Source: an optimization exercise on an open RTL-to-GDS flow (aim: a short achievable clock period and few clock cycles). Production flows keep margins and buffers that such runs may drop. Where RTL was checked, it was by simulation tests only, not by an equivalence proof against the original. Power is estimated from default activity; no workload was simulated.

==> inputs of job 5955 <==
==> flow/design.v <==
module riscv_single_cycle (
    input         clk,
    input         reset,
    input  [31:0] instr,
    output [31:0] pc,
    output        rf_we,
    output [4:0]  rf_rd,
    output [31:0] rf_wdata,
    output        dm_we,
    output [5:0]  dm_addr,
    output [31:0] dm_wdata
);
    reg  [9:0]  pc_q;
    reg  [31:0] regs [0:31];
    reg  [31:0] mem  [0:63];
    reg         e_wr;         
    reg         e_ld;         
    reg         e_st;         
    reg  [4:0]  e_rd;
    reg  [31:0] e_a;          
    reg  [31:0] e_b;          
    reg  [31:0] e_s;          
    reg         e_fa, e_fb, e_fs;  
    reg         e_add, e_sub, e_or;  
    reg         o_rf_we;
    reg  [4:0]  o_rf_rd;
    reg  [31:0] o_rf_wdata;
    reg         o_dm_we;
    reg  [5:0]  o_dm_addr;
    reg  [31:0] o_dm_wdata;
    wire [6:0] op  = instr[6:0];
    wire [4:0] rd  = instr[11:7];
    wire [2:0] f3  = instr[14:12];
    wire [4:0] rs1 = instr[19:15];
    wire [4:0] rs2 = instr[24:20];
    wire       f7  = instr[30];
    wire is_ld = (op == 7'b0000011);
    wire is_st = (op == 7'b0100011);
    wire is_br = (op == 7'b1100011);
    wire is_i  = (op == 7'b0010011);
    wire is_r  = !(is_ld | is_st | is_br | is_i);
    wire f_base = !f7 && (f3 == 3'b000);
    wire [31:0] imm_i = {{20{instr[31]}}, instr[31:20]};
    wire [31:0] imm_l = {{22{instr[29]}}, instr[29:20]};
    wire [31:0] imm_s = {{20{instr[31]}}, instr[31:25], instr[11:7]};
    wire [9:0]  imm_b = {instr[29:25], instr[11:8], 1'b0};
    wire [31:0] r1 = regs[rs1];
    wire [31:0] r2 = regs[rs2];
    wire dep1 = e_wr && (e_rd == rs1);
    wire dep2 = e_wr && (e_rd == rs2);
    wire br_cond = is_br && f_base;
    wire br_same = (rs1 == rs2);
    wire stall   = br_cond && !br_same && (dep1 || dep2);
    wire taken   = br_cond && (br_same || (r1 == r2));
    wire [9:0] pc_next = stall ? pc_q : taken ? (pc_q + imm_b) : (pc_q + 10'd1);
    wire use_imm = is_i | is_ld | is_st;
    wire fn_add  = (is_r | is_i) ? (f3 == 3'b000 && !f7) : f_base;
    wire fn_sub  = (is_r | is_i) && (f3 == 3'b000 && f7);
    wire fn_or   = (is_r | is_i) && (f3 == 3'b110 && !f7);
    wire [31:0] f_imm = is_i ? imm_i : is_ld ? imm_l : imm_s;
    wire        f_go  = !stall && !is_br && !is_st;
    wire [31:0] a = e_fa ? o_rf_wdata : e_a;
    wire [31:0] b = e_fb ? o_rf_wdata : e_b;
    wire [31:0] s = e_fs ? o_rf_wdata : e_s;
    wire [31:0] sum  = a + (e_sub ? ~b : b) + {31'd0, e_sub};
    wire [31:0] alu  = (e_add | e_sub) ? sum : e_or ? (a | b) : (a & b);
    wire [5:0]  addr = alu[5:0];
    wire [31:0] ldata = mem[addr];
    wire [31:0] wdata = e_ld ? ldata : alu;
    integer k;
    always @(posedge clk) begin
        if (reset) begin
            pc_q <= 10'd0;
            e_wr <= 1'b0; e_ld <= 1'b0; e_st <= 1'b0;
            o_rf_we <= 1'b0; o_dm_we <= 1'b0;
            for (k = 0; k < 32; k = k + 1) regs[k] <= 32'd0;
            for (k = 0; k < 64; k = k + 1) mem[k] <= 32'd0;
        end else begin
            pc_q <= pc_next;
            e_wr  <= f_go;
            e_ld  <= !stall && is_ld;
            e_st  <= !stall && is_st;
            o_rf_we <= e_wr;
            o_dm_we <= e_st;
            if (e_wr) regs[e_rd] <= wdata;
            if (e_st) mem[addr] <= s;
        end
        e_rd  <= rd;
        e_a   <= r1;
        e_b   <= use_imm ? f_imm : r2;
        e_s   <= r2;
        e_fa  <= dep1;
        e_fb  <= dep2 && !use_imm;
        e_fs  <= dep2;
        e_add <= fn_add;
        e_sub <= fn_sub;
        e_or  <= fn_or;
        o_rf_rd    <= e_rd;
        o_rf_wdata <= wdata;
        o_dm_addr  <= addr;
        o_dm_wdata <= s;
    end
    assign pc       = {22'd0, pc_q};
    assign rf_we    = o_rf_we;
    assign rf_rd    = o_rf_rd;
    assign rf_wdata = o_rf_wdata;
    assign dm_we    = o_dm_we;
    assign dm_addr  = o_dm_addr;
    assign dm_wdata = o_dm_wdata;
endmodule
==> flow/run.sh <==
#!/bin/bash
# synth_recipe.tcl (not shown) runs the flow's synth.tcl, then flattens the netlist and writes it again
# the make line also repeats each setting of config.mk as NAME=value (left out here)
make -C /OpenROAD-flow-scripts/flow DESIGN_CONFIG=/design/flow/config.mk WORK_HOME=/design/flow/orfs CLKGATE_MAP_FILE= SYNTH_SCRIPT=/design/flow/synth_recipe.tcl finish
==> flow/config.mk <==
export PLATFORM = sky130hd
export DESIGN_NAME = riscv_single_cycle
export DESIGN_NICKNAME = riscv_single_cycle
export VERILOG_FILES = /design/flow/design.v
export SDC_FILE = /design/flow/constraint.sdc
export NUM_CORES = 4
export LEC_CHECK = 0
export ABC_CLOCK_PERIOD_IN_PS = 3000
export CAP_MARGIN = 20
export CORE_MARGIN = 2
export CORE_UTILIZATION = 40
export SETUP_SLACK_MARGIN = 5
export SLEW_MARGIN = 20
==> flow/constraint.sdc <==
create_clock -name core_clock -period 12.0 [get_ports {clk}]
set_input_delay 2.4000 -clock core_clock [delete_from_list [all_inputs] [get_ports {clk}]]
set_output_delay 2.4000 -clock core_clock [all_outputs]
set_load 0.01 [all_outputs]
==> job 6918 (differences from job 5955) <==
==> flow/design.v (replaced) <==
module riscv_single_cycle (
    input         clk,
    input         reset,
    input  [31:0] instr,
    output [31:0] pc,
    output        rf_we,
    output [4:0]  rf_rd,
    output [31:0] rf_wdata,
    output        dm_we,
    output [5:0]  dm_addr,
    output [31:0] dm_wdata
);
    reg  [9:0]  pc_q;
    reg  [31:0] regs [0:31];
    reg  [31:0] mem  [0:63];
    reg         clr;          
    reg         e_wr;         
    reg         e_ld;         
    reg         e_st;         
    reg         e_br;         
    reg  [4:0]  e_rd;
    reg  [31:0] e_a;          
    reg  [31:0] e_b;          
    reg  [31:0] e_s;          
    reg  [5:0]  e_addr;       
    reg  [9:0]  e_pc1;        
    reg         e_fa, e_fb, e_fs;  
    reg         e_add, e_sub, e_or;  
    reg         o_rf_we;
    reg  [4:0]  o_rf_rd;
    reg  [31:0] o_rf_wdata;
    reg         o_dm_we;
    reg  [5:0]  o_dm_addr;
    reg  [31:0] o_dm_wdata;
    wire [31:0] a = e_fa ? o_rf_wdata : e_a;
    wire [31:0] b = e_fb ? o_rf_wdata : e_b;
    wire [31:0] s = e_fs ? o_rf_wdata : e_s;
    wire [31:0] sum   = a + (e_sub ? ~b : b) + {31'd0, e_sub};
    wire [31:0] alu   = (e_add | e_sub) ? sum : e_or ? (a | b) : (a & b);
    wire [31:0] ldata = mem[e_addr];
    wire [31:0] wdata = e_ld ? ldata : alu;
    wire        miss  = e_br && (a != s);    
    wire [6:0] op  = instr[6:0];
    wire [4:0] rd  = instr[11:7];
    wire [2:0] f3  = instr[14:12];
    wire [4:0] rs1 = instr[19:15];
    wire [4:0] rs2 = instr[24:20];
    wire       f7  = instr[30];
    wire is_ld = (op == 7'b0000011);
    wire is_st = (op == 7'b0100011);
    wire is_br = (op == 7'b1100011);
    wire is_i  = (op == 7'b0010011);
    wire is_r  = !(is_ld | is_st | is_br | is_i);
    wire f_base = !f7 && (f3 == 3'b000);
    wire [31:0] imm_i = {{20{instr[31]}}, instr[31:20]};
    wire [31:0] imm_l = {{22{instr[29]}}, instr[29:20]};
    wire [31:0] imm_s = {{20{instr[31]}}, instr[31:25], instr[11:7]};
    wire [9:0]  imm_b = {instr[29:25], instr[11:8], 1'b0};
    wire [31:0] r1 = clr ? 32'd0 : regs[rs1];
    wire [31:0] r2 = clr ? 32'd0 : regs[rs2];
    wire dep1 = e_wr && (e_rd == rs1);
    wire dep2 = e_wr && (e_rd == rs2);
    wire br_take = is_br && f_base;
    wire stall   = (is_ld | is_st) && dep1;
    wire [5:0] f_imm6 = is_ld ? imm_l[5:0] : imm_s[5:0];
    wire [5:0] f_addr = f_base ? (r1[5:0] + f_imm6) : (r1[5:0] & f_imm6);
    wire [9:0] pc_seq  = pc_q + 10'd1;
    wire [9:0] pc_next = miss ? e_pc1 : stall ? pc_q : br_take ? (pc_q + imm_b) : pc_seq;
    wire use_imm = is_i;
    wire fn_add  = f3 == 3'b000 && !f7;
    wire fn_sub  = f3 == 3'b000 && f7;
    wire fn_or   = f3 == 3'b110 && !f7;
    wire go = !miss && !stall;
    integer k;
    always @(posedge clk) begin
        clr <= reset;
        if (reset) begin
            pc_q <= 10'd0;
            e_wr <= 1'b0; e_ld <= 1'b0; e_st <= 1'b0; e_br <= 1'b0;
            o_rf_we <= 1'b0; o_dm_we <= 1'b0;
        end else begin
            pc_q <= pc_next;
            e_wr  <= go && !is_br && !is_st;
            e_ld  <= go && is_ld;
            e_st  <= go && is_st;
            e_br  <= go && br_take && (rs1 != rs2);
            o_rf_we <= e_wr;
            o_dm_we <= e_st;
        end
        if (clr) begin
            for (k = 0; k < 32; k = k + 1) regs[k] <= 32'd0;
            for (k = 0; k < 64; k = k + 1) mem[k] <= 32'd0;
        end else begin
            if (e_wr) regs[e_rd] <= wdata;
            if (e_st) mem[e_addr] <= s;
        end
        e_rd   <= rd;
        e_a    <= r1;
        e_b    <= use_imm ? imm_i : r2;
        e_s    <= r2;
        e_addr <= f_addr;
        e_pc1  <= pc_seq;
        e_fa   <= dep1;
        e_fb   <= dep2 && !use_imm;
        e_fs   <= dep2;
        e_add  <= fn_add;
        e_sub  <= fn_sub;
        e_or   <= fn_or;
        o_rf_rd    <= e_rd;
        o_rf_wdata <= wdata;
        o_dm_addr  <= e_addr;
        o_dm_wdata <= s;
    end
    assign pc       = {22'd0, pc_q};
    assign rf_we    = o_rf_we;
    assign rf_rd    = o_rf_rd;
    assign rf_wdata = o_rf_wdata;
    assign dm_we    = o_dm_we;
    assign dm_addr  = o_dm_addr;
    assign dm_wdata = o_dm_wdata;
endmodule
==> flow/flow/run.sh (new file) <==
#!/bin/bash
# Standard ORFS layout, with timing repair aimed well below the 12 ns
# constraint: the SDC is unchanged, only repair_timing's setup margin is raised.
set -euo pipefail
MARGIN=$(cat flow/margin.txt)
bash standard.sh SETUP_SLACK_MARGIN=$MARGIN finish > flow_standard.log 2>&1
==> flow/flow/margin.txt (new file) <==
8
==> flow/standard.sh (new file) <==
#!/bin/bash
# synth_recipe.tcl (not shown) runs the flow's synth.tcl, then flattens the netlist and writes it again
# the make line also repeats each setting of config.mk as NAME=value (left out here)
make -C /OpenROAD-flow-scripts/flow DESIGN_CONFIG=/design/flow/config.mk WORK_HOME=/design/flow/orfs CLKGATE_MAP_FILE= SYNTH_SCRIPT=/design/flow/synth_recipe.tcl "${@:-finish}"
--- a/flow/config.mk
+++ b/flow/config.mk
@@ -10,4 +10,4 @@
 export CORE_MARGIN = 2
 export CORE_UTILIZATION = 40
-export SETUP_SLACK_MARGIN = 5
 export SLEW_MARGIN = 20
+export TNS_END_PERCENT = 5
removed: flow/run.sh
==> run notes <==
Result of the run: job 5955 complete, no violations; job 6918 complete, no violations
Xor and xnor area share after synthesis: job 5955 0.7624%; job 6918 0.9372%
Part of the total power dissipated in sequential elements: job 5955 44.6%; job 6918 48.0%
Number of signal-net inverters in the final layout: job 5955 100; job 6918 97
Portion of total power attributed to the clock network: job 5955 37.6%; job 6918 39.2%
Total CTS buffers: job 5955 352; job 6918 351
Core outline area: job 5955 0.3719 mm2; job 6918 0.3761 mm2
Setup clock skew after layout: job 5955 0.1162 ns; job 6918 0.1052 ns
Amount of wire on met3 after detailed routing: job 5955 104700 um; job 6918 89290 um
Routed vias: job 5955 114100; job 6918 108200
Max VDD drop: job 5955 0.1243 mV; job 6918 0.1328 mV
Area taken by flip-flops and latches: job 5955 0.09621 mm2; job 6918 0.09663 mm2
Antenna violations before repair: job 5955 31; job 6918 37
Met1 GRT Util: job 5955 42.18%; job 6918 37.98%
Maximum operating frequency: job 5955 138.0 MHz; job 6918 211.6 MHz
Least setup slack across all paths after layout: job 5955 4.756 ns; job 6918 7.274 ns
Testbench counts of job 6918, summed over its fixed seeds: cycles 20,532.
For job 5955, only the layout was checked, not whether the RTL still works.

-- separate check: timing with driven ports --
How much do the figures lean on ideal ports? The routed layouts below were timed once more, with nothing changed but the port constraints.
Step 1: set_driving_cell puts a clkbuf_16 on clk and a buf_2 on each other input, an assumption about the parent block.
Step 2 times the ports against the registers' clock, not the clock port: input delays grow and output delays shrink by t, the midpoint of the rising clock arrivals with the driver on.
Slacks: ideal / step 1 / step 2; pairs: ideal / step 1.
| run | t (ns) | setup WS [ns] | clock arrival spread, ns | worst slew at a driven data input, ns |
|---|---|---|---|---|
| job 5955 | 1.058 | 4.756 / 4.756 / 4.039 | 0.119 / 0.119 | 0.09 |
| job 6918 | 1.049 | 7.274 / 7.274 / 6.285 | 0.143 / 0.144 | 0.39 |
After both steps setup and hold are still met in every run listed. The setup slack of job 6918, which loses most, moves by 0.000 ns with the drivers and by -0.989 ns with both steps.
